This design comes from an exercise in tuning for small area on the open sky130 flow, not from production work.
The RTL was checked by simulation tests, not by an equivalence proof against the original design.
In runs 6 and 7 the design's own scripts or RTL, not TritonCTS, make the clock network.
No driver is modelled on the clock port, so clock power and skew are understated where the tree is cut down; a real chip needs a root buffer or a tree.
Power is estimated from default activity; no workload was simulated.

**design/flow/flow/run.sh**
```bash
#!/bin/bash
# Layout flow: the standard ORFS flow, except that the combinational logic
# is mapped with an area-oriented ABC script (flow/area.abc, loaded by
# flow/synth.tcl, which is synth_recipe.tcl with that one change), adders are
# left to ABC, ports are buffered with buf_1 and the clock tree uses small
# buffers. Each tool's output goes to the ORFS logs under orfs/logs and to
# make.log in this folder.
set -euo pipefail
W=$(pwd)
CTS_BUFS="sky130_fd_sc_hd__clkbuf_8"
export MY_ABC_SCRIPT=$W/flow/area.abc
ARGS=(
  -C "$FLOW_HOME"
  DESIGN_CONFIG="$FLOW_CONFIG"
  WORK_HOME="$W/orfs"
  CLKGATE_MAP_FILE=
  ADDER_MAP_FILE=
  SYNTH_SCRIPT="$W/flow/synth.tcl"
  CAP_MARGIN=20 SLEW_MARGIN=20 CORE_MARGIN=2
  CORE_UTILIZATION="${U:-45}"
  BUFFER_PORTS_ARGS="-buffer_cell sky130_fd_sc_hd__buf_1"
  GPL_TIMING_DRIVEN=0
  CTS_ARGS="-sink_clustering_enable -repair_clock_nets -dont_use_dummy_load -buf_list $CTS_BUFS -sink_clustering_size 25 -sink_clustering_max_diameter 200"
)
make "${ARGS[@]}" finish > "$W/make.log" 2>&1
R=$W/orfs/results/$FLOW_PLATFORM/vending_machine/base
: # left out here: write the final layout as DEF
```
**design/flow/flow/area.abc**
```
strash
&get -n
&deepsyn -T 30
&put
dch
map -a
topo
```
**design/flow/flow/synth.tcl**
```tcl
proc synth {args} { yosys synth -nofsm -noshare {*}$args }
proc abc {args} {
  set i [lsearch -exact $args -script]
  if { $i >= 0 && [info exists ::env(MY_ABC_SCRIPT)] } {
    set args [lreplace $args [expr {$i + 1}] [expr {$i + 1}] $::env(MY_ABC_SCRIPT)]
  }
  yosys abc {*}$args
}
source $::env(SCRIPTS_DIR)/synth.tcl
# left out here: clear keep_hierarchy, flatten, clean up, hide names made inside functions, write 1_2_yosys.v
```
**design/flow/standard.sh**
```bash
#!/bin/bash
# synth_recipe.tcl (not shown) runs the flow's synth.tcl, then flattens the netlist and writes it again
# the make line also repeats each setting of config.mk as NAME=value (left out here)
make -C /OpenROAD-flow-scripts/flow DESIGN_CONFIG=/design/flow/config.mk WORK_HOME=/design/flow/orfs CLKGATE_MAP_FILE= SYNTH_SCRIPT=/design/flow/synth_recipe.tcl "${@:-finish}"
```
**design/flow/config.mk**
```make
export PLATFORM = sky130hd
export DESIGN_NAME = vending_machine
export DESIGN_NICKNAME = vending_machine
export VERILOG_FILES = /design/flow/design.v
export SDC_FILE = /design/flow/constraint.sdc
export NUM_CORES = 4
export LEC_CHECK = 0
export CAP_MARGIN = 20
export CORE_MARGIN = 2
export CORE_UTILIZATION = 40
export SLEW_MARGIN = 20
```
**design/flow/constraint.sdc**
```tcl
create_clock -name core_clock -period 10.0 [get_ports {CLK}]
set_input_delay 2.0000 -clock core_clock [delete_from_list [all_inputs] [get_ports {CLK}]]
set_output_delay 2.0000 -clock core_clock [all_outputs]
set_load 0.01 [all_outputs]
```
**design/flow/design.v**
```verilog
`timescale 1ns / 1ps
module vending_machine(
    input CLK,
    input RESET,
    input RELOAD,
    input CARD_IN,
    input [3:0] ITEM_CODE,
    input KEY_PRESS,
    input VALID_TRAN,
    input DOOR_OPEN,
    output VEND,
    output INVALID_SEL,
    output [2:0] COST,
    output FAILED_TRAN
    );
	localparam RST = 4'd0, IDLE = 4'd1, RELOADING = 4'd2, AD0 = 4'd3, AD1 = 4'd4,
	           WT0 = 4'd5, WT1 = 4'd6, CV = 4'd7, INV = 4'd8, AV = 4'd9, WTR = 4'd10,
	           TF = 4'd11, VS = 4'd12, WV = 4'd13, OD = 4'd14;
	reg [3:0] S, NS;
	reg tstart;
	reg [1:0] tc;
	reg cnt;
	reg h;
	reg [3:0] dd;
	reg ld1, ld2;
	reg [6:0] pr [0:9];
	wire valid = ~(dd[3] & (dd[2] | dd[1]));
	reg [9:0] sel;
	reg [6:0] cur;
	integer j;
	always @(*) begin
		cur = 7'd0;
		for (j = 0; j < 10; j = j + 1) begin
			sel[j] = (dd == j);
			cur = cur | (pr[j] & {7{sel[j]}});
		end
	end
	wire nz = h ? (cur >= 7'd11) : (cur % 7'd11 != 7'd0);
	wire t2 = (tc == 2'd2);
	always @(*) begin
		NS = S; cnt = 1'b0; ld1 = 1'b0; ld2 = 1'b0;
		case (S)
			RST: NS = IDLE;
			IDLE: NS = RELOAD ? RELOADING : CARD_IN ? AD0 : IDLE;
			RELOADING: NS = IDLE;
			AD0: begin
				cnt = 1'b1;
				if (KEY_PRESS) begin ld1 = 1'b1; NS = AD1; end
				else NS = WT0;
			end
			AD1: begin
				if (KEY_PRESS) begin ld2 = 1'b1; NS = CV; end
				else begin NS = WT1; cnt = 1'b1; end
			end
			WT0: begin
				if (t2) NS = INV;
				else if (KEY_PRESS) begin ld1 = 1'b1; NS = AD1; end
				else cnt = 1'b1;
			end
			WT1: begin
				if (t2) NS = INV;
				else if (KEY_PRESS) begin ld2 = 1'b1; NS = CV; end
				else cnt = 1'b1;
			end
			CV: NS = (valid && nz) ? AV : INV;
			INV: NS = IDLE;
			AV: begin
				if (VALID_TRAN) NS = VS;
				else begin NS = WTR; cnt = 1'b1; end
			end
			WTR: begin
				if (t2) NS = TF;
				else if (VALID_TRAN) NS = VS;
				else cnt = 1'b1;
			end
			TF: NS = IDLE;
			VS: begin
				if (DOOR_OPEN) NS = OD;
				else begin NS = WV; cnt = 1'b1; end
			end
			WV: begin
				if (t2) NS = IDLE;
				else if (DOOR_OPEN) NS = OD;
				else cnt = 1'b1;
			end
			OD: NS = DOOR_OPEN ? OD : IDLE;
			default: NS = IDLE;
		endcase
	end
	always @(posedge CLK) begin
		if (RESET) begin
			S <= RST; tstart <= 1'b0; tc <= 2'd0;
		end else begin
			S <= NS;
			tstart <= (S == AD0 || S == AD1 || S == AV || S == VS) && !tstart;
			if (tstart) tc <= 2'd0;
			else if (cnt) tc <= tc + 2'd1;
		end
	end
	always @(posedge CLK) begin
		if (ld1) begin
			h <= ITEM_CODE[0];
			dd <= {4{|ITEM_CODE[3:1]}};
		end else if (ld2)
			dd <= dd | ITEM_CODE;
	end
	wire st_rst = (S == RST), st_rel = (S == RELOADING), st_vs = (S == VS);
	wire [6:0] bus = st_rst ? 7'd0 : st_rel ? 7'd120 : cur - (h ? 7'd11 : 7'd1);
	integer i;
	always @(posedge CLK) begin
		for (i = 0; i < 10; i = i + 1)
			if (st_rst || st_rel || (st_vs && sel[i])) pr[i] <= bus;
	end
	wire active = (S == AV) || (S == WTR) || (S == TF) || (S == VS) || (S == WV) || (S == OD);
	assign VEND = (S == VS) || (S == WV) || (S == OD);
	assign INVALID_SEL = (S == INV);
	assign FAILED_TRAN = (S == TF);
	reg [2:0] cls;
	always @(*) begin
		case ({h, dd})
			5'h00, 5'h01, 5'h02, 5'h03: cls = 3'd1;
			5'h04, 5'h05, 5'h06, 5'h07: cls = 3'd2;
			5'h08, 5'h09, 5'h10, 5'h11: cls = 3'd3;
			5'h12, 5'h13, 5'h14, 5'h15: cls = 3'd4;
			5'h16, 5'h17: cls = 3'd5;
			default: cls = 3'd6;
		endcase
	end
	assign COST = active ? cls : 3'd0;
endmodule
```
==> results.txt, run 1 <==
Max IR drop VDD=0.0974 mV; CP required=10.00 ns; Vias/cell=5.70; initial antenna violation count=0; total setup buffers inserted after CTS=0; via count=2561; Detailed Route WL=8.39 mm; Clk Latency, worst-skew pair=0.36 ns; Hold Fails Final Rpt=0; Nets=360; CTS HTree Levels=3; Slew HR=30.1%; Mapped Area=3580 sq um; clk buf depth=2; Worst Skew=0.0317 ns; Main synth FF type=edfxtp_1; Post-CTS Resized=0; footprint of the multi-input gates=1060 sq um; syn_area_per_cell=11.1 sq um; per-cell routed wire length=18.7 um; RSZ-0062 raised after global routing=false; area grow syn2layout=9.55%; worst setup path startpoint=dd[0]; Detail Placement HPWL=6.01 mm; Crit path largest cell delay=0.74 ns; EDFF count, synth=75; die height=93.1 um; Crit Path Category=flop to flop; global-route wire length before repair=13.4 mm; Tcrit/Tclk final=49.2%; Routed Antenna Nets=0; Initial Util=46.3%; fraction of registers with async set/reset=0%; chip width=93.1 um; core box area=7730 sq um; num ports=17; DR DRC count=0; Crit path top cell by count=clkinv_1; router iterations before antenna repair=5; measured slew at the worst slew-check pin=1.04 ns; post-synth cell types=27; number of fill cells=699; Reg area=2390 sq um; die area=8680 sq um; final slew viol count=0; Total Power=0.000787 W; Final min period=4.92 ns; Critical Path, Cell by Cell=clkinv_1 -> nand3_1 -> clkinv_1 -> a22o_2 -> nor3_1 -> clkinv_1 -> nand2_1 -> o21ai_0 -> or2_2 -> maj3_1 -> nor2_1 -> clkinv_1 -> nor2_1 -> clkinv_1 -> a21oi_1; Yosys warning count=2; TNS Setup=0 ns; Final setup viols=0; GPL Wtd Cong=0.859; Root Driver=clkbuf_8; endpoint type of the worst setup path=flop; total routing usage reported by global routing=21.2%; WHS=0.502 ns; CP arrival=4.92 ns; maxcap violations=0; reg2reg start=dd[0]; layout cells sized above 1=6.05%; Hold/Removal Path Class=flop to flop; Pwr Density=201 nW/um^2; I/O Buffers=16; Pleak=1.31 nW; largest net degree at the start of global routing=16; vias in the first global route=2435; synthesis-stage register bit count=82; Sink Count=82; Post-CTS Hold Buffers=0; Post-Synthesis Cells=322; run status=timing/DRC/antenna clean; TritonCTS clock tree=done; TritonCTS buffer count=9; delay-heaviest family, CP=simple AND/OR/NAND/NOR gates; sequential-to-total area share from yosys stat=66.9%; startpoint class of the critical path=flop; initial DRC count=218; CP Buf/Inv Count=5; Clk pin slew, worst setup/hold paths=0.07 ns; peak fanout along the critical path=10; Peak Freq=203 MHz; CP max-delay cell=a21oi_1; total grt overflow=0; HP Start=tc[1]; net count after synthesis=333; n_diodes=0; num rows=32
-- state kept, by name, summed over array words and instances (netlist names) --
signal,count
dd,4
h,1
tc,2
tstart,1
S,4
pr,70
-- final timing paths --
path	end	slack [ns]	cells after the start
worst min-delay path	tc[1]	0.50	2
worst max-delay path	pr[6][5]	5.08	15
worst min register to register	tc[1]	0.50	2
worst max register to register	pr[6][5]	5.08	15
-- through the flow --
step / setup WS [ns] / cell area [sq um] / instances / utilization [%]
2_1_floorplan: 6.50 / 3580 / 322 / -
3_3_place_gp: 5.20 / 3760 / 440 / 48.7
3_5_place_dp: 5.02 / 3780 / 440 / 49.0
4_1_cts: 4.99 / 3910 / 449 / 50.6
5_1_grt: 4.50 / 3920 / 449 / 50.7
6_report: 5.08 / 3920 / 449 / 50.7
-- metal layers --
metal / up-vias / track usage, % / share of wire (%)
met5: - / 0 / 0
met3: 14 / 3.55 / 6.5
met2: 91 / 31.3 / 45
met4: 0 / 7.35 / 1.8
li1: 1228 / - / -
met1: 1228 / 31.8 / 47
-- power breakdown --
part	switching (W)	total, W	leakage (nW)	internal, W
clock network	0.000105	0.000185	0.0647	0.0000806
logic	0.0000844	0.000109	0.429	0.0000241
registers	0.0000207	0.000493	0.817	0.000473
total	0.000210	0.000787	1.31	0.000577
-- worst min-delay path, cell delays in order, from the launching register on --
cell	delay [ns]
dfxtp_1	0.32
nor2_1	0.10
nor3_1	0.05
-- cell type report --
| class | instances | share of cell area [%] |
|---|---|---|
| inverters | 42 | 4.02 |
| flip-flops and latches | 82 | 61.1 |
| well taps | 102 | 3.26 |
| clock buffers | 9 | 3.16 |
| repair buffers | 16 | 1.53 |
| multi-input cells | 198 | 27.0 |
-- kinds of logic after synthesis --
group	synth area share, %
compound gates	13.5
xor+xnor	0.490
fa+ha+maj	0.280
buf+inv	4.41
flops	66.9
simple gates	14.5
-- cells in the final DEF (no fill, tap or decap), types with 2 or more instances in the layout --
cell type | Yosys | layout
nor3_2 | 0 | 2
clkbuf_8 | 0 | 9
nor2_1 | 52 | 52
nand2_1 | 37 | 37
a21oi_1 | 20 | 20
nor3b_1 | 2 | 2
nand3_1 | 11 | 11
nand4_1 | 4 | 4
a22oi_1 | 18 | 18
o31ai_2 | 0 | 4
buf_1 | 0 | 16
o21ai_0 | 15 | 10
clkinv_1 | 42 | 42
a32o_1 | 3 | 3
a311oi_1 | 2 | 2
o21ai_1 | 0 | 5
nor3_1 | 10 | 8
dfxtp_1 | 7 | 7
edfxtp_1 | 75 | 75
nor4_1 | 4 | 4
or2_2 | 2 | 2
a22o_2 | 4 | 4
a31oi_1 | 2 | 2
-- Yosys cell counts (2+ instances only) --
master / number / area (sq um)
a21oi_1: 20 / 100
nand3_1: 11 / 55.1
nor3b_1: 2 / 15.0
nand2_1: 37 / 139
o31ai_1: 4 / 30.0
nor2_1: 52 / 195
a32o_1: 3 / 30.0
a22oi_1: 18 / 135
a31oi_1: 2 / 12.5
edfxtp_1: 75 / 2250
or2_2: 2 / 12.5
a311oi_1: 2 / 17.5
dfxtp_1: 7 / 140
nor4_1: 4 / 25.0
nand4_1: 4 / 25.0
nor3_1: 10 / 50.1
clkinv_1: 42 / 158
a22o_2: 4 / 40.0
o21ai_0: 15 / 75.1
==> run 2, diff against run 1 <==
--- a/design/flow/flow/run.sh
+++ b/design/flow/flow/run.sh
@@ -22,3 +22,3 @@
   GPL_TIMING_DRIVEN=0
-  CTS_ARGS="-sink_clustering_enable -repair_clock_nets -dont_use_dummy_load -buf_list $CTS_BUFS -sink_clustering_size 25 -sink_clustering_max_diameter 200"
+  CTS_ARGS="-sink_clustering_enable -repair_clock_nets -dont_use_dummy_load -root_buf sky130_fd_sc_hd__clkbuf_8 -buf_list sky130_fd_sc_hd__clkbuf_16 -sink_clustering_size 40 -sink_clustering_max_diameter 300"
 )
==> run 2 against run 1 <==
Compared with the run above:
- still clean
- sequential cell count did not move
- design area did not move
- hold slack did not move
- synthesized cell count did not move
- clock skew did not move
- non-clock buffer count did not move
- die area did not move
==> results.txt, run 2 <==
reg2reg start=dd[0] (unchanged); total routing usage reported by global routing=21.2% (unchanged); Top reg by flops=pr (unchanged); max reg flops=70 (unchanged); sw frac=26.7% (unchanged); maxcap violations=0 (unchanged); most frequent cells in the layout=edfxtp_1, nor2_1, clkinv_1 (unchanged); global-route wire length before repair=13.4 mm (unchanged); TritonCTS clock tree=done (unchanged); initial antenna violation count=0 (unchanged); Max IR drop VDD=0.0974 mV (unchanged); GPL Wtd Cong=0.859 (unchanged); num rows=32 (unchanged); Routed Antenna Nets=0 (unchanged); EDFF count, synth=75 (unchanged); I/O Buffers=16 (unchanged); Final setup viols=0 (unchanged); Nets=360 (unchanged); Final min period=4.92 ns (unchanged); Clk pin slew, worst setup/hold paths=0.07 ns (about the same); share of the synthesized area in the top cell type=63.0% (unchanged); TNS Setup=0 ns (unchanged); CP required=10.00 ns (about the same); Peak Freq=203 MHz (unchanged); final slew viol count=0 (unchanged); Hold Fails Final Rpt=0 (unchanged); Total Power=0.000787 W (unchanged); die area=8680 sq um (unchanged); Main synth FF type=edfxtp_1 (unchanged); synthesis-stage register bit count=82 (unchanged); P_sw=0.000210 W (unchanged); Detail Placement HPWL=6.01 mm (unchanged); clock share of power=23.5% (about the same); peak fanout along the critical path=10 (unchanged); DR DRC count=0 (unchanged); TritonCTS buffer count=9 (unchanged); RSZ-0062 raised after global routing=false (unchanged); Hold/Removal Path Class=flop to flop (unchanged); Slew HR=30.1% (unchanged); area grow syn2layout=9.55% (unchanged); most common cell in the netlist=edfxtp_1 (unchanged); fraction of registers with async set/reset=0% (unchanged); Yosys warning count=2 (unchanged); Detailed Route WL=8.39 mm (unchanged); Tcrit/Tclk final=49.2% (unchanged); vias in the first global route=2435 (unchanged); per-cell routed wire length=18.7 um (unchanged); router iterations before antenna repair=5 (unchanged); startpoint class of the critical path=flop (unchanged); biggest regs=pr (70), S (4), dd (4) (unchanged); HP Start=tc[1] (unchanged); post-synth top area cell=edfxtp_1 (unchanged); run status=timing/DRC/antenna clean (unchanged); initial DRC count=218 (unchanged); Post-CTS Hold Buffers=0 (unchanged); Pwr Density=201 nW/um^2 (unchanged); chip width=93.1 um (unchanged); Worst Skew=0.0317 ns (unchanged); total setup buffers inserted after CTS=0 (unchanged); Synth top cells by count=edfxtp_1, nor2_1, clkinv_1 (unchanged); Post-CTS Resized=0 (unchanged); post-synth cell types=27 (unchanged); core box area=7730 sq um (unchanged); syn_area_per_cell=11.1 sq um (unchanged); endpoint type of the worst setup path=flop (unchanged); combinational fraction of design power=13.8% (about the same); Post-Synthesis Cells=322 (unchanged); Clk Latency, worst-skew pair=0.36 ns (about the same); commonest non-fill, non-tap cell in the layout=edfxtp_1 (unchanged); layout cells sized above 1=6.05% (unchanged); Sink Count=82 (unchanged); num ports=17 (unchanged); Pleak=1.31 nW (unchanged); Crit path largest cell delay=0.74 ns (about the same); net count after synthesis=333 (unchanged); worst setup path startpoint=dd[0] (unchanged); Crit path top cell by count=clkinv_1 (unchanged); CP arrival=4.92 ns (about the same); largest net degree at the start of global routing=16 (unchanged); Initial Util=46.3% (unchanged); Critical Path, Cell by Cell=clkinv_1 -> nand3_1 -> clkinv_1 -> a22o_2 -> nor3_1 -> clkinv_1 -> nand2_1 -> o21ai_0 -> or2_2 -> maj3_1 -> nor2_1 -> clkinv_1 -> nor2_1 -> clkinv_1 -> a21oi_1 (unchanged); Vias/cell=5.70 (unchanged); Area contributors post-synth=edfxtp_1, nor2_1, clkinv_1 (unchanged); total grt overflow=0 (unchanged); delay-heaviest family, CP=simple AND/OR/NAND/NOR gates (unchanged); measured slew at the worst slew-check pin=1.04 ns (unchanged); clk buf depth=2 (unchanged); Crit Path Category=flop to flop (unchanged); final setup margin=5.08 ns (unchanged); die height=93.1 um (unchanged); CP Buf/Inv Count=5 (unchanged); CP max-delay cell=a21oi_1 (unchanged); Root Driver=clkbuf_8 (unchanged); sequential-to-total area share from yosys stat=66.9% (unchanged); CTS HTree Levels=3 (unchanged); via count=2561 (unchanged); Setup Slack @ Placement=5.02 ns (unchanged); n_diodes=0 (unchanged); setup slack, reg-to-reg=5.08 ns (about the same); sequential fraction of design power=62.7% (about the same); Mapped Area=3580 sq um (unchanged); Int Pwr=0.000577 W (unchanged)
run 2: final cells by class:
| type | instances | area (sq um) |
|---|---|---|
| multi-input combinational | 198 | 1060 |
| fill | 699 | 3810 |
| timing repair buffer | 16 | 60.1 |
| sequential | 82 | 2390 |
| clock buffer | 9 | 124 |
| tap | 102 | 128 |
| inverter | 42 | 158 |
run 2: power by group through the flow:
| stage | Clock (W) | Sequential (W) | Combinational [W] |
|---|---|---|---|
| after floorplan | 0 | 0.000493 | 0.0000695 |
| after global routing | 0.000198 | 0.000501 | 0.000121 |
| after global placement | 0 | 0.000498 | 0.000104 |
| after detailed placement | 0 | 0.000501 | 0.000108 |
| final | 0.000185 | 0.000493 | 0.000109 |
| after CTS | 0.000185 | 0.000494 | 0.000108 |
run 2: routing by layer:
metal  up-vias  routed length [um]  track usage, %
met5         -                   0               0
met2        91                3750            31.3
met1      1228                3950            31.8
met4         0                 147            7.35
li1       1228                   -               -
met3        14                 543            3.55
run 2: final timing paths:
kind / endpoint / cells after the start
hold / removal: tc[1] / 2
setup reg to reg: pr[6][5] / 15
hold reg to reg: tc[1] / 2
setup / recovery: pr[6][5] / 15
run 2: worst register-to-register path: cells and delay by family, from the launching register on:
family                   cells  cell delay [ns]
AO/OA/AOI/OAI                3             1.13
adder cells (fa/ha/maj)      1             0.35
buffers and inverters        5             1.02
flip-flops                   1             0.59
AND/OR/NAND/NOR              6             1.48
run 2: logic make-up after synthesis:
logic type	count (synthesis)	share of synthesized area [%]
AOI/OAI and AO/OA	73	13.5
xor gates and xnor gates	2	0.490
buffers and inverters	42	4.41
and+or+nand+nor	122	14.5
DFF	82	66.9
adders and majority gates	1	0.280
run 2: stage by stage:
step	instances	util, %	cell area [sq um]	hold slack (ns)
2_1_floorplan	322	-	3580	0.472
3_3_place_gp	440	48.7	3760	0.482
3_5_place_dp	440	49.0	3780	0.495
4_1_cts	449	50.6	3910	0.505
5_1_grt	449	50.7	3920	0.534
6_report	449	50.7	3920	0.502
==> run 3, diff against run 2 <==
--- a/design/flow/flow/run.sh
+++ b/design/flow/flow/run.sh
@@ -19,6 +19,6 @@
   CAP_MARGIN=20 SLEW_MARGIN=20 CORE_MARGIN=2
-  CORE_UTILIZATION="${U:-45}"
+  CORE_UTILIZATION=65 PLACE_DENSITY=0.75
   BUFFER_PORTS_ARGS="-buffer_cell sky130_fd_sc_hd__buf_1"
   GPL_TIMING_DRIVEN=0
-  CTS_ARGS="-sink_clustering_enable -repair_clock_nets -dont_use_dummy_load -root_buf sky130_fd_sc_hd__clkbuf_8 -buf_list sky130_fd_sc_hd__clkbuf_16 -sink_clustering_size 40 -sink_clustering_max_diameter 300"
+  CTS_ARGS="-sink_clustering_enable -repair_clock_nets -dont_use_dummy_load -buf_list sky130_fd_sc_hd__clkbuf_8"
 )
==> run 3 against run 2 <==
Compared with the run above:
- utilization is 21 points higher
- synthesized area stayed put
- clock power is 3% lower
- via count is 1.6% higher
- combinational power is 4% lower
- count of clock-buffer cells in the layout stayed put
- register-to-register slack better by 0.05 ns
- maximum frequency is 1.1% higher
- worst setup slack better by 0.052 ns
==> results.txt, run 3 <==
run status=timing/DRC/antenna clean (unchanged); num ports=17 (unchanged); Hold/Removal Path Class=flop to flop (unchanged); max reg flops=70 (unchanged); CP required=10.02 ns (was 10.00 ns); area grow syn2layout=8.36% (was 9.55%); Sink Count=82 (unchanged); GPL Wtd Cong=0.905 (was 0.859); M1 WL=3.38 mm (was 3.95 mm); most common cell in the netlist=edfxtp_1 (unchanged); Vias/cell=6.21 (was 5.70); total grt overflow=0 (unchanged); die height=78.2 um (was 93.1 um); Main synth FF type=edfxtp_1 (unchanged); TritonCTS buffer count=9 (unchanged); Final setup viols=0 (unchanged); measured slew at the worst slew-check pin=1.05 ns (was 1.04 ns); TritonCTS clock tree=done (unchanged); commonest non-fill, non-tap cell in the layout=edfxtp_1 (unchanged); fraction of registers with async set/reset=0% (unchanged); met3 WL=602 um (was 543 um); largest net degree at the start of global routing=15 (was 16); Yosys warning count=2 (unchanged); WHS=0.501 ns (was 0.502 ns); layout cells sized above 1=5.76% (was 6.05%); worst setup path startpoint=dd[0] (unchanged); share of the synthesized area in the top cell type=63.0% (unchanged); Worst Skew=0.0221 ns (was 0.0317 ns); EDFF count, synth=75 (unchanged); Detail Placement HPWL=5.61 mm (was 6.01 mm); CTS HTree Levels=3 (unchanged); CP arrival=4.89 ns (was 4.92 ns); die area=6110 sq um (was 8680 sq um); Pleak=1.31 nW (about the same); maxcap violations=0 (unchanged); TNS Setup=0 ns (unchanged); I/O Buffers=16 (unchanged); synthesis-stage register bit count=82 (unchanged); via count=2603 (was 2561); Initial Util=66.2% (was 46.3%); initial DRC count=248 (was 218); Tcrit/Tclk final=48.7% (was 49.2%); peak fanout along the critical path=10 (unchanged); num rows=27 (was 32); startpoint class of the critical path=flop (unchanged); post-synth cell types=27 (unchanged); Nets=360 (unchanged); router iterations before antenna repair=5 (unchanged); syn_area_per_cell=11.1 sq um (unchanged); Top reg by flops=pr (unchanged); Pwr Density=201 nW/um^2 (about the same); Mapped Area=3580 sq um (unchanged); top sig layer=met4 (unchanged); RSZ-0062 raised after global routing=false (unchanged); initial antenna violation count=0 (unchanged); net count after synthesis=333 (unchanged); R2R depth=14 (was 15); biggest regs=pr (70), S (4), dd (4) (unchanged); Root Driver=clkbuf_8 (unchanged); reg2reg start=dd[0] (unchanged); chip width=78.2 um (was 93.1 um); Crit Path Category=flop to flop (unchanged); global-route wire length before repair=12.5 mm (was 13.4 mm); total setup buffers inserted after CTS=0 (unchanged); vias in the first global route=2504 (was 2435); Final min period=4.87 ns (was 4.92 ns); Post-Synthesis Cells=322 (unchanged); post-synth top area cell=edfxtp_1 (unchanged); Routed Antenna Nets=0 (unchanged); met2 wire len=3.65 mm (was 3.75 mm); Post-CTS Resized=0 (unchanged); setup slack, reg-to-reg=5.13 ns (was 5.08 ns); Post-CTS Hold Buffers=0 (unchanged); per-cell routed wire length=18.8 um (was 18.7 um); Clk Latency, worst-skew pair=0.35 ns (was 0.36 ns); Slew HR=29.3% (was 30.1%); Synth top cells by count=edfxtp_1, nor2_1, clkinv_1 (unchanged); HP Start=tc[1] (unchanged); most frequent cells in the layout=edfxtp_1, nor2_1, clkinv_1 (unchanged); Hold Path Depth=2 (unchanged); Hold Fails Final Rpt=0 (unchanged); final slew viol count=0 (unchanged); DR DRC count=0 (unchanged); Detailed Route WL=7.89 mm (was 8.39 mm); n_diodes=0 (unchanged); total routing usage reported by global routing=28.3% (was 21.2%); clk buf depth=2 (unchanged); number of fill cells=400 (was 699); Max IR drop VDD=0.107 mV (was 0.0974 mV); endpoint type of the worst setup path=flop (unchanged); Area contributors post-synth=edfxtp_1, nor2_1, clkinv_1 (unchanged); core box area=5410 sq um (was 7730 sq um); Clk pin slew, worst setup/hold paths=0.06 ns (was 0.07 ns); Peak Freq=205 MHz (was 203 MHz); sequential-to-total area share from yosys stat=66.9% (unchanged)
[run 3: cell counts after synthesis]
Identical to the previous run, type by type.
[run 3: final cells by class]
type                       count  area, sq um  area share (%)
timing repair buffer          16         60.1            1.55
multi-input combinational    198         1050            27.1
tap                           72         90.1            2.32
clock buffer                   9          124            3.20
sequential                    82         2390            61.7
inverter                      42          158            4.07
[run 3: worst paths after layout]
kind / end
worst max-delay path: pr[8][5]
worst min-delay path: tc[1]
worst max register to register: pr[8][5]
worst min register to register: tc[1]
[run 3: critical path, cell delays in order, from the launching register on]
cell and delay [ns]:
edfxtp_1 0.56, clkinv_1 0.35, nand3_1 0.21, clkinv_1 0.27
a22oi_1 0.25, nand3_1 0.12, nor4_1 0.62, clkinv_1 0.29
or2_2 0.40, maj3_1 0.36, nor2_1 0.10, clkinv_1 0.12
nor2_1 0.15, clkinv_1 0.11, a21oi_1 0.64
[run 3: kinds of logic after synthesis]
group | after synthesis | share of synthesized area, %
AO/OA/AOI/OAI | 73 | 13.5
XOR/XNOR | 2 | 0.490
adder cells (fa/ha/maj) | 1 | 0.280
buffers and inverters | 42 | 4.41
flip-flops | 82 | 66.9
AND/OR/NAND/NOR | 122 | 14.5
[run 3: through the flow]
stage          setup WS (ns)  utilization [%]  total power [W]  instance area (sq um)  std cells
2_1_floorplan           6.50                -         0.000563                   3580        322
5_1_grt                 4.73             71.7         0.000810                   3870        419
3_5_place_dp            5.24             69.4         0.000604                   3750        410
4_1_cts                 5.21             71.7         0.000777                   3870        419
3_3_place_gp            5.21             68.9         0.000597                   3730        410
6_report                5.13             71.7         0.000779                   3870        419
[run 3: routing by layer]
metal	vias to the layer above	track usage (%)
met5	-	0
met4	0	13.2
met3	22	4.94
met2	132	43.6
met1	1209	40.0
li1	1240	-
[run 3: report_power, final]
part           total, W  internal [W]  switching, W
sequential     0.000494      0.000473     0.0000209
clock          0.000180     0.0000805     0.0000999
combinational  0.000105     0.0000241     0.0000811
==> run 4, diff against run 3 <==
--- a/design/flow/flow/run.sh
+++ b/design/flow/flow/run.sh
@@ -22,3 +22,3 @@
   GPL_TIMING_DRIVEN=0
-  CTS_ARGS="-sink_clustering_enable -repair_clock_nets -dont_use_dummy_load -buf_list sky130_fd_sc_hd__clkbuf_8"
+  CTS_ARGS="-repair_clock_nets -dont_use_dummy_load -buf_list sky130_fd_sc_hd__clkbuf_8"
 )
==> run 4 against run 3 <==
Compared with the run above:
- count of clock-buffer cells in the layout is the same
- clock power is essentially flat
- sequential cell count is the same
- total power is the same
- critical path depth is the same
- utilization is the same
- non-clock buffer count is the same
- wire length is the same
- hold slack is the same
- critical path type unchanged
- via count is the same
- largest cell class unchanged
- synthesized cell count is the same
- still clean
==> results.txt, run 4 <==
RSZ-0062 raised after global routing=false (unchanged); Crit Path Category=flop to flop (unchanged); Post-CTS Resized=0 (unchanged); initial DRC count=248 (unchanged); TritonCTS buffer count=9 (unchanged); Post-Synthesis Cells=322 (unchanged); most frequent cells in the layout=edfxtp_1, nor2_1, clkinv_1 (unchanged); Final min period=4.87 ns (unchanged); Detailed Route WL=7.89 mm (unchanged); Pleak=1.31 nW (unchanged); Main synth FF type=edfxtp_1 (unchanged); Final setup viols=0 (unchanged); Vias/cell=6.21 (unchanged); layout cells sized above 1=5.76% (unchanged); peak fanout along the critical path=10 (unchanged); total grt overflow=0 (unchanged); placed insts=410 (unchanged); vias in the first global route=2504 (unchanged); Worst Skew=0.0221 ns (unchanged); CP required=10.02 ns (about the same); core box area=5410 sq um (unchanged); die height=78.2 um (unchanged); Setup Slack @ Placement=5.24 ns (unchanged); Mapped Area=3580 sq um (unchanged); startpoint class of the critical path=flop (unchanged); Nets=360 (unchanged); Area contributors post-synth=edfxtp_1, nor2_1, clkinv_1 (unchanged); Hold Fails Final Rpt=0 (unchanged); run status=timing/DRC/antenna clean (unchanged); via count=2603 (unchanged); Sink Count=82 (unchanged); max reg flops=70 (unchanged); number of fill cells=400 (unchanged); CP arrival=4.89 ns (about the same); share of the synthesized area in the top cell type=63.0% (unchanged); TritonCTS clock tree=done (unchanged); maxcap violations=0 (unchanged); Initial Util=66.2% (unchanged); Yosys warning count=2 (unchanged); Hold/Removal Path Class=flop to flop (unchanged); post-synth cell types=27 (unchanged); TNS Setup=0 ns (unchanged); Top reg by flops=pr (unchanged); Pwr Density=201 nW/um^2 (unchanged); final core occ=71.7% (unchanged); Max IR drop VDD=0.107 mV (unchanged); Post-CTS Hold Buffers=0 (unchanged); total setup buffers inserted after CTS=0 (unchanged); Detail Placement HPWL=5.61 mm (unchanged); total routing usage reported by global routing=28.3% (unchanged); Peak Freq=205 MHz (unchanged); clk buf depth=2 (unchanged); final non-filler cell total=419 (unchanged); n_diodes=0 (unchanged); final setup margin=5.13 ns (unchanged); final slew viol count=0 (unchanged); Reg area=2390 sq um (unchanged); Routed Antenna Nets=0 (unchanged); EDFF count, synth=75 (unchanged); Total Power=0.000779 W (unchanged); fraction of registers with async set/reset=0% (unchanged); post-synth top area cell=edfxtp_1 (unchanged); Root Driver=clkbuf_8 (unchanged); global-route wire length before repair=12.5 mm (unchanged); chip width=78.2 um (unchanged); initial antenna violation count=0 (unchanged); Synth top cells by count=edfxtp_1, nor2_1, clkinv_1 (unchanged); I/O Buffers=16 (unchanged); DR DRC count=0 (unchanged); per-cell routed wire length=18.8 um (unchanged); synthesis-stage register bit count=82 (unchanged); Slew HR=29.3% (unchanged); Tcrit/Tclk final=48.7% (unchanged); syn_area_per_cell=11.1 sq um (unchanged); GPL Wtd Cong=0.905 (unchanged); Clk Latency, worst-skew pair=0.35 ns (about the same); area grow syn2layout=8.36% (unchanged); num ports=17 (unchanged); Clk pin slew, worst setup/hold paths=0.06 ns (about the same); most common cell in the netlist=edfxtp_1 (unchanged); num rows=27 (unchanged); footprint of the multi-input gates=1050 sq um (unchanged); largest net degree at the start of global routing=15 (unchanged); biggest regs=pr (70), S (4), dd (4) (unchanged); die area=6110 sq um (unchanged); sequential-to-total area share from yosys stat=66.9% (unchanged); net count after synthesis=333 (unchanged); commonest non-fill, non-tap cell in the layout=edfxtp_1 (unchanged); router iterations before antenna repair=5 (unchanged); CTS HTree Levels=3 (unchanged); measured slew at the worst slew-check pin=1.05 ns (unchanged); endpoint type of the worst setup path=flop (unchanged)
==> run 4: cell counts after synthesis <==
Identical to the previous run, type by type.
==> run 4: layout make-up <==
type                            instances  share of cell area (%)
Inverter                               42                    4.07
Multi-Input combinational cell        198                    27.1
Clock buffer                            9                    3.20
Tap cell                               72                    2.32
Sequential cell                        82                    61.7
Timing Repair Buffer                   16                    1.55
==> run 4: where the power goes <==
group | leakage (nW) | internal, W | switching (W) | total, W
Combinational | 0.428 | 0.0000241 | 0.0000811 | 0.000105
Clock | 0.0647 | 0.0000805 | 0.0000999 | 0.000180
Sequential | 0.817 | 0.000473 | 0.0000209 | 0.000494
==> run 4: critical path, cell delays in order, from the launching register on <==
cell and delay, ns:
edfxtp_1 0.56, clkinv_1 0.35, nand3_1 0.21, clkinv_1 0.27, a22oi_1 0.25, nand3_1 0.12
nor4_1 0.62, clkinv_1 0.29, or2_2 0.40, maj3_1 0.36, nor2_1 0.10, clkinv_1 0.12
nor2_1 0.15, clkinv_1 0.11, a21oi_1 0.64
==> run 4: cells by family (layout without fill, tap and decap cells) <==
logic type | after synthesis | after routing | share of synthesized area, %
AOI/OAI and AO/OA | 73 | 73 | 13.5
xor gates and xnor gates | 2 | 2 | 0.490
adders and majority gates | 1 | 1 | 0.280
buffers and inverters | 42 | 67 | 4.41
DFF | 82 | 82 | 66.9
and+or+nand+nor | 122 | 122 | 14.5
==> run 4: path summary, 6_finish.rpt <==
check	end	slack, ns	cells past startpoint	startpoint
min	tc[1]	0.50	2	tc[1]
max reg2reg	pr[8][5]	5.13	14	dd[0]
min reg2reg	tc[1]	0.50	2	tc[1]
max	pr[8][5]	5.13	14	dd[0]
==> run 4: layer usage <==
layer | up-vias | global-route usage (%) | wire length, um
met2 | 132 | 43.6 | 3650
met1 | 1209 | 40.0 | 3380
met3 | 22 | 4.94 | 602
met5 | - | 0 | 0
met4 | 0 | 13.2 | 248
li1 | 1240 | - | -
==> run 4: stage by stage <==
step           hold slack, ns  area [sq um]
6_report                0.501          3870
5_1_grt                 0.544          3870
4_1_cts                 0.507          3870
3_5_place_dp            0.501          3750
3_3_place_gp            0.486          3730
2_1_floorplan           0.472          3580
==> run 5, diff against run 4 <==
--- a/design/flow/flow/run.sh
+++ b/design/flow/flow/run.sh
@@ -19,6 +19,6 @@
   CAP_MARGIN=20 SLEW_MARGIN=20 CORE_MARGIN=2
-  CORE_UTILIZATION=65 PLACE_DENSITY=0.75
+  CORE_UTILIZATION="${U:-45}"
   BUFFER_PORTS_ARGS="-buffer_cell sky130_fd_sc_hd__buf_1"
   GPL_TIMING_DRIVEN=0
-  CTS_ARGS="-repair_clock_nets -dont_use_dummy_load -buf_list sky130_fd_sc_hd__clkbuf_8"
+  CTS_ARGS="-sink_clustering_enable -repair_clock_nets -dont_use_dummy_load -buf_list $CTS_BUFS"
 )
==> run 5 against run 4 <==
Compared with the run above:
- via count shrank 1.6%
- clock power rose by 3%
- still clean on timing, DRC and antenna
- worst setup slack lost 0.052 ns
- clock skew rose by 0.0096 ns
- count of clock-buffer cells in the layout is the same
- hold slack better by 0.00093 ns
- utilization shrank 21 points
- sequential share of layout area down 0.67 points
- design area grew 1.1%
- synthesized cell count is the same
- sequential power is essentially flat
- critical path type unchanged
==> results.txt, run 5 <==
Post-Synthesis Cells=322 (unchanged); Final setup viols=0 (unchanged); run status=timing/DRC/antenna clean (unchanged); post-synth top area cell=edfxtp_1 (unchanged); router iterations before antenna repair=5 (unchanged); Detailed Route WL=8.39 mm (was 7.89 mm); max reg flops=70 (unchanged); Crit Path Category=flop to flop (unchanged); initial DRC count=218 (was 248); sequential-to-total area share from yosys stat=66.9% (unchanged); die height=93.1 um (was 78.2 um); commonest non-fill, non-tap cell in the layout=edfxtp_1 (unchanged); Mapped Area=3580 sq um (unchanged); share of the synthesized area in the top cell type=63.0% (unchanged); layout cells sized above 1=6.05% (was 5.76%); CTS HTree Levels=3 (unchanged); Pleak=1.31 nW (about the same); CP Buf/Inv Count=5 (unchanged); Root Driver=clkbuf_8 (unchanged); R2R depth=15 (was 14); most frequent cells in the layout=edfxtp_1, nor2_1, clkinv_1 (unchanged); Detail Placement HPWL=6.01 mm (was 5.61 mm); die area=8680 sq um (was 6110 sq um); Worst Skew=0.0317 ns (was 0.0221 ns); Reg-to-Reg End=pr[6][5] (was pr[8][5]); setup slack, reg-to-reg=5.08 ns (was 5.13 ns); num rows=32 (was 27); Peak Freq=203 MHz (was 205 MHz); startpoint class of the critical path=flop (unchanged); TritonCTS clock tree=done (unchanged); worst setup path startpoint=dd[0] (unchanged); initial antenna violation count=0 (unchanged); Critical Path, Cell by Cell=clkinv_1 -> nand3_1 -> clkinv_1 -> a22o_2 -> nor3_1 -> clkinv_1 -> nand2_1 -> o21ai_0 -> or2_2 -> maj3_1 -> nor2_1 -> clkinv_1 -> nor2_1 -> clkinv_1 -> a21oi_1 (was clkinv_1 -> nand3_1 -> clkinv_1 -> a22oi_1 -> nand3_1 -> nor4_1 -> clkinv_1 -> or2_2 -> maj3_1 -> nor2_1 -> clkinv_1 -> nor2_1 -> clkinv_1 -> a21oi_1); DR DRC count=0 (unchanged); Worst path depth=15 (was 14); Vias/cell=5.70 (was 6.21); Crit path top cell by count=clkinv_1 (unchanged); num ports=17 (unchanged); Crit path largest cell delay=0.74 ns (was 0.64 ns); per-cell routed wire length=18.7 um (was 18.8 um); synthesis-stage register bit count=82 (unchanged); Final min period=4.92 ns (was 4.87 ns); measured slew at the worst slew-check pin=1.04 ns (was 1.05 ns); Hold/Removal Path Class=flop to flop (unchanged); delay-heaviest family, CP=simple AND/OR/NAND/NOR gates (unchanged); Synth top cells by count=edfxtp_1, nor2_1, clkinv_1 (unchanged); biggest regs=pr (70), S (4), dd (4) (unchanged); EDFF count, synth=75 (unchanged); Post-CTS Hold Buffers=0 (unchanged); TritonCTS buffer count=9 (unchanged); final core occ=50.7% (was 71.7%); core box area=7730 sq um (was 5410 sq um); Yosys warning count=2 (unchanged); clk buf depth=2 (unchanged); Initial Util=46.3% (was 66.2%); Hold Fails Final Rpt=0 (unchanged); syn_area_per_cell=11.1 sq um (unchanged); Main synth FF type=edfxtp_1 (unchanged); n_diodes=0 (unchanged); largest net degree at the start of global routing=16 (was 15); Pwr Density=201 nW/um^2 (about the same); vias in the first global route=2435 (was 2504); RSZ-0062 raised after global routing=false (unchanged); Clk pin slew, worst setup/hold paths=0.07 ns (was 0.06 ns); CP required=10.00 ns (was 10.02 ns); Sink Count=82 (unchanged); via count=2561 (was 2603); area grow syn2layout=9.55% (was 8.36%); peak fanout along the critical path=10 (unchanged); Top reg by flops=pr (unchanged); GPL Wtd Cong=0.859 (was 0.905); crit path capture=pr[6][5] (was pr[8][5]); Post-CTS Resized=0 (unchanged); Nets=360 (unchanged); maxcap violations=0 (unchanged); endpoint type of the worst setup path=flop (unchanged); reg2reg start=dd[0] (unchanged); net count after synthesis=333 (unchanged); Tcrit/Tclk final=49.2% (was 48.7%); final slew viol count=0 (unchanged); total grt overflow=0 (unchanged); CP arrival=4.92 ns (was 4.89 ns); post-synth cell types=27 (unchanged); chip width=93.1 um (was 78.2 um); Area contributors post-synth=edfxtp_1, nor2_1, clkinv_1 (unchanged); TNS Setup=0 ns (unchanged); most common cell in the netlist=edfxtp_1 (unchanged); Clk Latency, worst-skew pair=0.36 ns (was 0.35 ns); I/O Buffers=16 (unchanged); total setup buffers inserted after CTS=0 (unchanged); Max IR drop VDD=0.0974 mV (was 0.107 mV); global-route wire length before repair=13.4 mm (was 12.5 mm); fraction of registers with async set/reset=0% (unchanged); Slew HR=30.1% (was 29.3%); CP max-delay cell=a21oi_1 (unchanged); Routed Antenna Nets=0 (unchanged); total routing usage reported by global routing=21.2% (was 28.3%)
-- run 5: cells by family after synthesis --
kind of cell / Yosys count / share of synthesized area [%]
flip-flops: 82 / 66.9
XOR/XNOR: 2 / 0.490
adder cells (fa/ha/maj): 1 / 0.280
AND/OR/NAND/NOR: 122 / 14.5
AO/OA/AOI/OAI: 73 / 13.5
buffers and inverters: 42 / 4.41
-- run 5: area by class of cell --
type | count | area (sq um)
clock buffers | 9 | 124
fillers | 699 | 3810
inverters | 42 | 158
multi-input cells | 198 | 1060
flip-flops and latches | 82 | 2390
well taps | 102 | 128
repair buffers | 16 | 60.1
-- run 5: where the power goes --
part | internal [W] | total, W | switching, W
clock network | 0.0000806 | 0.000185 | 0.000105
registers | 0.000473 | 0.000493 | 0.0000207
logic | 0.0000241 | 0.000109 | 0.0000844
total | 0.000577 | 0.000787 | 0.000210
-- run 5: per-layer routing --
| layer | track usage [%] | up-vias | part of all wire (%) |
|---|---|---|---|
| li1 | - | 1228 | - |
| met1 | 31.8 | 1228 | 47 |
| met2 | 31.3 | 91 | 45 |
| met3 | 3.55 | 14 | 6.5 |
| met4 | 7.35 | 0 | 1.8 |
| met5 | 0 | - | 0 |
-- run 5: worst min path at each step --
stage	to	cells after the start	slack, ns	start
floorplan	tc[1]	2	0.47	tc[1]
global route	tc[1]	2	0.53	tc[1]
finish	tc[1]	2	0.50	tc[1]
detailed placement	tc[1]	2	0.50	tc[1]
global placement	tc[1]	2	0.48	tc[1]
CTS	tc[1]	2	0.51	tc[1]
-- run 5: metrics by stage --
step / area (sq um) / hold WS, ns / setup WS [ns] / power [W] / instances
after CTS: 3910 / 0.505 / 4.99 / 0.000788 / 449
after global routing: 3920 / 0.534 / 4.50 / 0.000820 / 449
after detailed placement: 3780 / 0.495 / 5.02 / 0.000609 / 440
after floorplan: 3580 / 0.472 / 6.50 / 0.000563 / 322
final: 3920 / 0.502 / 5.08 / 0.000787 / 449
after global placement: 3760 / 0.482 / 5.20 / 0.000602 / 440
-- run 5: worst reg2reg max path: stages (launching register included) --
cell,delay [ns]
edfxtp_1,0.59
clkinv_1,0.39
nand3_1,0.25
clkinv_1,0.24
a22o_2,0.29
nor3_1,0.53
clkinv_1,0.18
nand2_1,0.11
o21ai_0,0.10
or2_2,0.35
maj3_1,0.35
nor2_1,0.10
clkinv_1,0.11
nor2_1,0.14
clkinv_1,0.10
a21oi_1,0.74
==> run 6, diff against run 5 <==
--- a/design/flow/flow/run.sh
+++ b/design/flow/flow/run.sh
@@ -5,3 +5,3 @@
 # left to ABC, ports are buffered with buf_1 and the clock tree uses small
-# buffers. Each tool's output goes to the ORFS logs under orfs/logs and to
+# buffers (flow/cts_hook.tcl). Each tool's output goes to the ORFS logs under orfs/logs and to
 # make.log in this folder.
@@ -9,4 +9,4 @@
 W=$(pwd)
-CTS_BUFS="sky130_fd_sc_hd__clkbuf_8"
 export MY_ABC_SCRIPT=$W/flow/area.abc
+export CTS_NLEAF=5 CTS_LEAF_BUF=sky130_fd_sc_hd__clkbuf_8 CTS_ROOT_BUF=sky130_fd_sc_hd__clkbuf_2
 ARGS=(
@@ -19,6 +19,6 @@
   CAP_MARGIN=20 SLEW_MARGIN=20 CORE_MARGIN=2
-  CORE_UTILIZATION="${U:-45}"
+  CORE_UTILIZATION=65 PLACE_DENSITY=0.75
   BUFFER_PORTS_ARGS="-buffer_cell sky130_fd_sc_hd__buf_1"
   GPL_TIMING_DRIVEN=0
-  CTS_ARGS="-sink_clustering_enable -repair_clock_nets -dont_use_dummy_load -buf_list $CTS_BUFS"
+  PRE_CTS_TCL="$W/flow/cts_hook.tcl"
 )
==> design/flow/flow/cts_hook.tcl (new file) <==
# Clock tree (replaces TritonCTS): CTS_NLEAF leaf buffers, each driving the
# flip-flops of one cluster found by k-means on their placed positions, fed
# by one root buffer (CTS_ROOT_BUF) at their centre, which the clock port
# drives. Then the design is legalized and saved as ORFS's
# CTS step would save it, and the step ends here.
set nleaf $::env(CTS_NLEAF)
set bufname $::env(CTS_LEAF_BUF)
set db [ord::get_db]
set block [ord::get_db_block]
set master [$db findMaster $bufname]
set clkport [$block findBTerm CLK]
set clk [$clkport getNet]

set sinks {}
foreach it [$clk getITerms] {
  set bb [[$it getInst] getBBox]
  lappend sinks [list $it [expr {([$bb xMin] + [$bb xMax]) / 2.0}] [expr {([$bb yMin] + [$bb yMax]) / 2.0}]]
}
set n [llength $sinks]
puts "clock tree: $n sinks, $nleaf leaf buffers ($bufname)"

# k-means, seeded with sinks spread along the sorted x+y order
set order [lsort -real -index 0 [lmap s $sinks {list [expr {[lindex $s 1] + [lindex $s 2]}] $s}]]
set cx {}; set cy {}
for {set k 0} {$k < $nleaf} {incr k} {
  set s [lindex [lindex $order [expr {int(($k + 0.5) * $n / $nleaf)}]] 1]
  lappend cx [lindex $s 1]; lappend cy [lindex $s 2]
}
set cap [expr {int(ceil(double($n) / $nleaf))}]
for {set iter 0} {$iter < 50} {incr iter} {
  # capacity-limited assignment: nearest centre with room, sinks taken in
  # order of how much they prefer their best centre
  set prefs {}
  set idx 0
  foreach s $sinks {
    set ds {}
    for {set k 0} {$k < $nleaf} {incr k} {
      set dx [expr {[lindex $s 1] - [lindex $cx $k]}]
      set dy [expr {[lindex $s 2] - [lindex $cy $k]}]
      lappend ds [list [expr {abs($dx) + abs($dy)}] $k]
    }
    set ds [lsort -real -index 0 $ds]
    lappend prefs [list [expr {[lindex $ds 1 0] - [lindex $ds 0 0]}] $idx $ds]
    incr idx
  }
  set prefs [lsort -real -decreasing -index 0 $prefs]
  set cnt [lrepeat $nleaf 0]
  set asg [lrepeat $n 0]
  foreach p $prefs {
    foreach d [lindex $p 2] {
      set k [lindex $d 1]
      if {[lindex $cnt $k] < $cap} {
        lset cnt $k [expr {[lindex $cnt $k] + 1}]
        lset asg [lindex $p 1] $k
        break
      }
    }
  }
  set sx [lrepeat $nleaf 0.0]; set sy [lrepeat $nleaf 0.0]
  for {set i 0} {$i < $n} {incr i} {
    set k [lindex $asg $i]; set s [lindex $sinks $i]
    lset sx $k [expr {[lindex $sx $k] + [lindex $s 1]}]
    lset sy $k [expr {[lindex $sy $k] + [lindex $s 2]}]
  }
  for {set k 0} {$k < $nleaf} {incr k} {
    if {[lindex $cnt $k] > 0} {
      lset cx $k [expr {[lindex $sx $k] / [lindex $cnt $k]}]
      lset cy $k [expr {[lindex $sy $k] / [lindex $cnt $k]}]
    }
  }
}
puts "clock tree: cluster sizes $cnt"

set rootmaster [$db findMaster $::env(CTS_ROOT_BUF)]
set root [odb::dbInst_create $block $rootmaster "clkbuf_root"]
set rootnet [odb::dbNet_create $block "clknet_root"]
$rootnet setSigType CLOCK
[$root findITerm A] connect $clk
[$root findITerm X] connect $rootnet
set mx 0.0; set my 0.0
for {set k 0} {$k < $nleaf} {incr k} {
  set mx [expr {$mx + [lindex $cx $k] / $nleaf}]
  set my [expr {$my + [lindex $cy $k] / $nleaf}]
}
$root setLocation [expr {int($mx - [$rootmaster getWidth] / 2)}] [expr {int($my)}]
$root setPlacementStatus PLACED
for {set k 0} {$k < $nleaf} {incr k} {
  set inst [odb::dbInst_create $block $master "clkbuf_leaf_$k"]
  set net [odb::dbNet_create $block "clknet_leaf_$k"]
  $net setSigType CLOCK
  [$inst findITerm A] connect $rootnet
  [$inst findITerm X] connect $net
  $inst setLocation [expr {int([lindex $cx $k] - [$master getWidth] / 2)}] [expr {int([lindex $cy $k])}]
  $inst setPlacementStatus PLACED
  for {set i 0} {$i < $n} {incr i} {
    if {[lindex $asg $i] == $k} {
      set it [lindex [lindex $sinks $i] 0]
      $it disconnect
      $it connect $net
    }
  }
}
$clk setSigType CLOCK
global_connect

set_placement_padding -global \
  -left $::env(CELL_PAD_IN_SITES_DETAIL_PLACEMENT) \
  -right $::env(CELL_PAD_IN_SITES_DETAIL_PLACEMENT)
detailed_placement
check_placement -verbose

set_propagated_clock [all_clocks]
estimate_parasitics -placement
report_clock_skew
report_checks -path_delay min_max -format full_clock_expanded -group_path_count 1
orfs_write_db $::env(RESULTS_DIR)/4_1_cts.odb
orfs_write_sdc $::env(RESULTS_DIR)/4_cts.sdc
exit 0
==> run 6 against run 5 <==
Compared with the run above:
- critical endpoint is now pr[1][5]
- global-route usage grew 5.8 points
- sequential share of layout area grew 1.5 points
- utilization grew 20 points
- still clean on timing, DRC and antenna
- clock power shrank 23%
- critical path type unchanged
==> results.txt, run 6 <==
vias in the first global route=2447 (was 2435); Peak Freq=206 MHz (was 203 MHz); sequential-to-total area share from yosys stat=66.9% (unchanged); per-cell routed wire length=19.0 um (was 18.7 um); maxcap violations=0 (unchanged); Synth top cells by count=edfxtp_1, nor2_1, clkinv_1 (unchanged); run status=timing/DRC/antenna clean (unchanged); TNS Setup=0 ns (unchanged); Int Pwr=0.000543 W (was 0.000577 W); Final setup viols=0 (unchanged); die height=78.2 um (was 93.1 um); GPL Wtd Cong=0.905 (was 0.859); Clk pin slew, worst setup/hold paths=0.11 ns (was 0.07 ns); commonest non-fill, non-tap cell in the layout=edfxtp_1 (unchanged); Max IR drop VDD=0.170 mV (was 0.0974 mV); net count after synthesis=333 (unchanged); sequential fraction of design power=66.4% (was 62.7%); EDFF count, synth=75 (unchanged); startpoint class of the critical path=flop (unchanged); Area after DPL=3750 sq um (was 3780 sq um); layout cells sized above 1=4.94% (was 6.05%); Main synth FF type=edfxtp_1 (unchanged); Post-Synthesis Cells=322 (unchanged); delay-heaviest family, CP=simple AND/OR/NAND/NOR gates (unchanged); Pwr Density=194 nW/um^2 (was 201 nW/um^2); total routing usage reported by global routing=27.0% (was 21.2%); Crit Path Category=flop to flop (unchanged); Hold Fails Final Rpt=0 (unchanged); setup slack, reg-to-reg=5.15 ns (was 5.08 ns); fraction of registers with async set/reset=0% (unchanged); most common cell in the netlist=edfxtp_1 (unchanged); router iterations before antenna repair=5 (unchanged); core box area=5410 sq um (was 7730 sq um); endpoint type of the worst setup path=flop (unchanged); Yosys warning count=2 (unchanged); measured slew at the worst slew-check pin=1.09 ns (was 1.04 ns); CP Buf/Inv Count=5 (unchanged); max reg flops=70 (unchanged); Vias/cell=6.21 (was 5.70); I/O Buffers=16 (unchanged); Critical Path, Cell by Cell=clkinv_1 -> nand3_1 -> clkinv_1 -> a22oi_1 -> nand3_1 -> nor4_1 -> clkinv_1 -> or2_2 -> maj3_1 -> nor2_1 -> clkinv_1 -> nor2_1 -> clkinv_1 -> a21oi_1 (was clkinv_1 -> nand3_1 -> clkinv_1 -> a22o_2 -> nor3_1 -> clkinv_1 -> nand2_1 -> o21ai_0 -> or2_2 -> maj3_1 -> nor2_1 -> clkinv_1 -> nor2_1 -> clkinv_1 -> a21oi_1); Pleak=1.28 nW (was 1.31 nW); initial DRC count=274 (was 218); die area=6110 sq um (was 8680 sq um); RSZ-0062 raised after global routing=false (unchanged); Hold/Removal Path Class=flop to flop (unchanged); Design Area, Final=3820 sq um (was 3920 sq um); DR DRC count=0 (unchanged); final slew viol count=0 (unchanged); Routed Antenna Nets=0 (unchanged); num rows=27 (was 32); CP arrival=5.03 ns (was 4.92 ns); biggest regs=pr (70), S (4), dd (4) (unchanged); most frequent cells in the layout=edfxtp_1, nor2_1, clkinv_1 (unchanged); clock share of power=19.3% (was 23.5%); Mapped Area=3580 sq um (unchanged); peak fanout along the critical path=10 (unchanged); syn_area_per_cell=11.1 sq um (unchanged); Crit path largest cell delay=0.64 ns (was 0.74 ns); Clk Latency, worst-skew pair=0.49 ns (was 0.36 ns); Crit path top cell by count=clkinv_1 (unchanged); total grt overflow=0 (unchanged); post-synth cell types=27 (unchanged); Tcrit/Tclk final=48.5% (was 49.2%); CP required=10.18 ns (was 10.00 ns); Slew HR=27.0% (was 30.1%); Worst Skew=0.0114 ns (was 0.0317 ns); initial antenna violation count=0 (unchanged); area grow syn2layout=6.96% (was 9.55%); synthesis-stage register bit count=82 (unchanged); Nets=357 (was 360); post-synth top area cell=edfxtp_1 (unchanged); P_sw=0.000199 W (was 0.000210 W); Initial Util=66.2% (was 46.3%); Top reg by flops=pr (unchanged); chip width=78.2 um (was 93.1 um); Detail Placement HPWL=5.61 mm (was 6.01 mm); CP max-delay cell=a21oi_1 (unchanged); Final min period=4.85 ns (was 4.92 ns); share of the synthesized area in the top cell type=63.0% (unchanged); WHS=0.508 ns (was 0.502 ns); Area contributors post-synth=edfxtp_1, nor2_1, clkinv_1 (unchanged); largest net degree at the start of global routing=18 (was 16); via count=2583 (was 2561); Detailed Route WL=7.90 mm (was 8.39 mm); num ports=17 (unchanged); n_diodes=0 (unchanged); global-route wire length before repair=12.5 mm (was 13.4 mm); combinational fraction of design power=14.2% (was 13.8%); sw frac=26.8% (was 26.7%)
-- run 6: changes by cell type in the layout (fill, tap and decap cells not counted) --
cell	before	now
clkbuf_8	9	5
o21ai_0	10	9
nor3_2	2	1
clkbuf_2	0	1
nor3_1	8	9
o21ai_1	5	6
-- run 6: kinds of logic after synthesis --
group | after synthesis | synth area share [%]
DFF | 82 | 66.9
buffers and inverters | 42 | 4.41
and+or+nand+nor | 122 | 14.5
adders and majority gates | 1 | 0.280
AOI/OAI and AO/OA | 73 | 13.5
xor gates and xnor gates | 2 | 0.490
-- run 6: worst min-delay path: stages, from the launching register on --
cell	delay (ns)
dfxtp_1	0.33
nor2_1	0.10
nor3_1	0.05
-- run 6: layout make-up --
cell class | count | area, sq um
inverters | 42 | 158
fillers | 407 | 1580
flip-flops and latches | 82 | 2390
plain buffers | 6 | 73.8
well taps | 72 | 90.1
multi-input cells | 198 | 1050
repair buffers | 16 | 60.1
-- run 6: path summary, 6_finish.rpt --
| path | start | to | cells past startpoint |
|---|---|---|---|
| setup / recovery | dd[0] | pr[1][5] | 14 |
| hold / removal | tc[1] | tc[1] | 2 |
| setup reg to reg | dd[0] | pr[1][5] | 14 |
| hold reg to reg | tc[1] | tc[1] | 2 |
-- run 6: layer usage --
layer	part of all wire (%)	vias to the layer above	GRT usage [%]
li1	-	1229	-
met1	42	1211	39.6
met2	48	131	44.7
met3	7.9	12	2.64
met4	2.1	0	5.79
met5	0	-	0
-- run 6: power by group through the flow --
stage | Combinational (W) | Clock (W) | Sequential, W
3_3_place_gp | 0.0000995 | 0 | 0.000497
6_report | 0.000106 | 0.000143 | 0.000493
3_5_place_dp | 0.000104 | 0 | 0.000501
5_1_grt | 0.000117 | 0.000155 | 0.000499
2_1_floorplan | 0.0000695 | 0 | 0.000493
-- run 6: per-stage QoR --
step	setup slack (ns)	std cells	total power [W]	util (%)
6_report	5.15	416	0.000742	70.8
5_1_grt	4.72	416	0.000771	70.8
3_5_place_dp	5.24	410	0.000604	69.4
3_3_place_gp	5.21	410	0.000597	68.9
2_1_floorplan	6.50	322	0.000563	-
==> run 7, diff against run 6 <==
--- a/design/flow/flow/run.sh
+++ b/design/flow/flow/run.sh
@@ -2,4 +2,5 @@
 # Layout flow: the standard ORFS flow, except that the combinational logic
-# is mapped with an area-oriented ABC script (flow/area.abc, loaded by
-# flow/synth.tcl, which is synth_recipe.tcl with that one change), adders are
+# is mapped with area-oriented ABC scripts (flow/area*.abc, run by
+# flow/synth.tcl, which keeps the smallest result and is otherwise
+# synth_recipe.tcl), adders are
 # left to ABC, ports are buffered with buf_1 and the clock tree uses small
@@ -9,3 +10,3 @@
 W=$(pwd)
-export MY_ABC_SCRIPT=$W/flow/area.abc
+export MY_ABC_SCRIPTS="$W/flow/area1.abc $W/flow/area2.abc $W/flow/area3.abc $W/flow/area4.abc"
 export CTS_NLEAF=5 CTS_LEAF_BUF=sky130_fd_sc_hd__clkbuf_8 CTS_ROOT_BUF=sky130_fd_sc_hd__clkbuf_2
@@ -18,3 +19,3 @@
   SYNTH_SCRIPT="$W/flow/synth.tcl"
-  CAP_MARGIN=20 SLEW_MARGIN=20 CORE_MARGIN=2
+  CAP_MARGIN=0 SLEW_MARGIN=0 CORE_MARGIN=2
   CORE_UTILIZATION=65 PLACE_DENSITY=0.75
==> design/flow/flow/area1.abc (new file) <==
strash
&get -n
&deepsyn -T 60 -S 1
&dch
&nf -R 1000
&put
topo
==> design/flow/flow/area2.abc (new file) <==
strash
&get -n
&deepsyn -T 60 -S 2
&dch
&nf -R 1000
&put
topo
==> design/flow/flow/area3.abc (new file) <==
strash
&get -n
&deepsyn -T 60 -S 3
&dch
&nf -R 1000
&put
topo
==> design/flow/flow/area4.abc (new file) <==
strash
&get -n
&deepsyn -T 60 -S 4
&dch
&nf -R 1000
&put
topo
==> design/flow/flow/synth.tcl (replaced) <==
proc synth {args} { yosys synth -nofsm -noshare {*}$args }
# Map the combinational logic with each ABC script in MY_ABC_SCRIPTS and keep
# the smallest result. Everything else is synth_recipe.tcl unchanged.
proc abc {args} {
  set i [lsearch -exact $args -script]
  if { $i < 0 || ![info exists ::env(MY_ABC_SCRIPTS)] } {
    yosys abc {*}$args
    return
  }
  yosys design -save pre_abc
  set besta 1e18
  foreach scr $::env(MY_ABC_SCRIPTS) {
    yosys design -load pre_abc
    yosys abc {*}[lreplace $args [expr {$i + 1}] [expr {$i + 1}] $scr]
    set st [tee -q -s result.string stat {*}$::lib_args]
    if { ![regexp {Chip area for module[^:]*:\s*([0-9.]+)} $st -> area] } { error "no area for $scr" }
    puts "ABC script $scr: area $area"
    if { $area < $besta } {
      set besta $area
      yosys design -save best_abc
    }
  }
  puts "ABC best area $besta"
  yosys design -load best_abc
}
source $::env(SCRIPTS_DIR)/synth.tcl
# left out here: clear keep_hierarchy, flatten, clean up, hide names made inside functions, write 1_2_yosys.v
removed: design/flow/flow/area.abc
==> run 7 against run 6 <==
Compared with the run above:
- wire length decreased by 14%
- synthesized area decreased by 2.9%
- total power up 81%
- still clean on timing, DRC and antenna
- largest power group unchanged
- sequential cell count did not move
- synthesized cell count shrank 15%
- highest routed layer unchanged
- combinational power grew to 4.3 times the previous value
- global-route usage decreased by 3.5 points
- cell count down 12%
- worst setup slack better by 0.52 ns
- utilization up 1.2 points
==> results.txt, run 7 <==
run status=timing/DRC/antenna clean (unchanged); Yosys warning count=2 (unchanged); reg2reg start=dd[3] (was dd[0]); Peak Freq=231 MHz (was 206 MHz); per-cell routed wire length=18.5 um (was 19.0 um); maxcap violations=0 (unchanged); share of the synthesized area in the top cell type=64.9% (was 63.0%); sequential-to-total area share from yosys stat=68.9% (was 66.9%); RSZ-0062 raised after global routing=false (unchanged); router iterations before antenna repair=6 (was 5); Crit Path Category=flop to flop (unchanged); synthesis-stage register bit count=82 (unchanged); Vias/cell=6.52 (was 6.21); area grow syn2layout=6.52% (was 6.96%); post-synth cell types=33 (was 27); global-route wire length before repair=11.1 mm (was 12.5 mm); measured slew at the worst slew-check pin=1.29 ns (was 1.09 ns); endpoint type of the worst setup path=flop (unchanged); max reg flops=70 (unchanged); Nets=309 (was 357); CP required=10.15 ns (was 10.18 ns); TNS Setup=0 ns (unchanged); CP arrival=4.48 ns (was 5.03 ns); Main synth FF type=edfxtp_1 (unchanged); final core occ=72.0% (was 70.8%); HP Start=tstart (was tc[1]); Detailed Route WL=6.78 mm (was 7.90 mm); DR DRC count=0 (unchanged); CP Buf/Inv Count=0 (was 5); num rows=26 (was 27); peak fanout along the critical path=14 (was 10); Crit path largest cell delay=0.65 ns (was 0.64 ns); delay-heaviest family, CP=simple AND/OR/NAND/NOR gates (unchanged); vias in the first global route=2243 (was 2447); Clk pin slew, worst setup/hold paths=0.10 ns (was 0.11 ns); net count after synthesis=284 (was 333); R2R depth=12 (was 14); commonest non-fill, non-tap cell in the layout=edfxtp_1 (unchanged); GPL Wtd Cong=0.897 (was 0.905); Pwr Density=363 nW/um^2 (was 194 nW/um^2); Post-Synthesis Cells=273 (was 322); I/O Buffers=16 (unchanged); biggest regs=pr (70), S (4), dd (4) (unchanged); Area contributors post-synth=edfxtp_1, dfxtp_1, nor2_1 (was edfxtp_1, nor2_1, clkinv_1); die area=5940 sq um (was 6110 sq um); Critical Path, Cell by Cell=or2_0 -> nor2_1 -> a221oi_1 -> and3_1 -> xnor2_1 -> or2_0 -> o21ai_0 -> nand2b_1 -> a21oi_1 -> and2_0 -> nand3_1 -> a21oi_1 (was clkinv_1 -> nand3_1 -> clkinv_1 -> a22oi_1 -> nand3_1 -> nor4_1 -> clkinv_1 -> or2_2 -> maj3_1 -> nor2_1 -> clkinv_1 -> nor2_1 -> clkinv_1 -> a21oi_1); layout cells sized above 1=2.36% (was 4.94%); initial DRC count=204 (was 274); Hold Path Sink=tstart (was tc[1]); total routing usage reported by global routing=23.5% (was 27.0%); Final setup viols=0 (unchanged); footprint of the multi-input gates=1060 sq um (was 1050 sq um); Pleak=1.20 nW (was 1.28 nW); n_diodes=0 (unchanged); total grt overflow=0 (unchanged); Final min period=4.33 ns (was 4.85 ns); EDFF count, synth=75 (unchanged); fraction of registers with async set/reset=0% (unchanged); Max IR drop VDD=0.236 mV (was 0.170 mV); Routed Antenna Nets=0 (unchanged); Reg area=2390 sq um (unchanged); via count=2387 (was 2583); setup slack, reg-to-reg=5.67 ns (was 5.15 ns); core box area=5140 sq um (was 5410 sq um); Slew HR=13.2% (was 27.0%); Top reg by flops=pr (unchanged); chip width=77.1 um (was 78.2 um); post-synth top area cell=edfxtp_1 (unchanged); final slew viol count=0 (unchanged); num ports=17 (unchanged); Hold Fails Final Rpt=0 (unchanged); largest net degree at the start of global routing=18 (unchanged); Tcrit/Tclk final=43.3% (was 48.5%); Initial Util=67.6% (was 66.2%); Worst path depth=12 (was 14); most common cell in the netlist=edfxtp_1 (unchanged); Hold Path Depth=1 (was 2); number of fill cells=381 (was 407); die height=77.1 um (was 78.2 um); CP max-delay cell=or2_0 (was a21oi_1); startpoint class of the critical path=flop (unchanged); most frequent cells in the layout=edfxtp_1, nor2_1, a21oi_1 (was edfxtp_1, nor2_1, clkinv_1); Synth top cells by count=edfxtp_1, nor2_1, a21oi_1 (was edfxtp_1, nor2_1, clkinv_1); Clk Latency, worst-skew pair=0.45 ns (was 0.49 ns); Hold/Removal Path Class=flop to flop (unchanged); Detail Placement HPWL=4.77 mm (was 5.61 mm); Mapped Area=3470 sq um (was 3580 sq um); Worst Skew=0.00708 ns (was 0.0114 ns); syn_area_per_cell=12.7 sq um (was 11.1 sq um); Reg-to-Reg End=pr[1][6] (was pr[1][5]); initial antenna violation count=0 (unchanged)
## run 7: worst max-delay path by stage
stage                     to  startpoint
floorplan            COST[0]       dd[2]
global placement    pr[1][6]       dd[3]
detailed placement  pr[1][6]       dd[3]
global route        pr[0][6]       dd[3]
finish              pr[1][6]       dd[3]
## run 7: kinds of logic after synthesis
group,Yosys count,synth area share [%]
xor+xnor,4,1.01
flops,82,68.9
buf+inv,4,0.432
simple gates,96,13.2
compound gates,87,16.5
## run 7: worst register-to-register path: stages (launching register included)
cell and delay [ns]:
edfxtp_1 0.47, or2_0 0.65, nor2_1 0.32, a221oi_1 0.43
and3_1 0.29, xnor2_1 0.16, or2_0 0.17, o21ai_0 0.14
nand2b_1 0.21, a21oi_1 0.19, and2_0 0.24, nand3_1 0.13
a21oi_1 0.64
## run 7: per-stage QoR
stage | std cells | power (W) | area, sq um | worst slack [ns] | hold WS (ns)
after global routing | 366 | 0.00143 | 3700 | 5.38 | 0.453
after floorplan | 273 | 0.00106 | 3470 | 6.73 | 0.399
after detailed placement | 359 | 0.00121 | 3620 | 5.78 | 0.424
after global placement | 359 | 0.00119 | 3620 | 5.85 | 0.415
final | 366 | 0.00134 | 3700 | 5.67 | 0.435
## run 7: final cells by class
| cell class | instances | area share (%) |
|---|---|---|
| flip-flops and latches | 82 | 64.7 |
| inverters | 4 | 0.406 |
| repair buffers | 17 | 1.76 |
| well taps | 70 | 2.37 |
| plain buffers | 6 | 2.00 |
| multi-input cells | 187 | 28.8 |
## run 7: report_power, final
part / switching, W / internal (W) / total (W) / leakage [nW]
Clock: 0.0000885 / 0.0000471 / 0.000136 / 0.0401
Combinational: 0.000339 / 0.000115 / 0.000454 / 0.353
Sequential: 0.0000632 / 0.000689 / 0.000752 / 0.808
## run 7: per-layer routing
metal | GRT usage [%] | share of wire [%]
met4 | 5.89 | 1.8
met3 | 1.41 | 5.3
met5 | 0 | 0
met1 | 35.6 | 46
met2 | 37.9 | 47
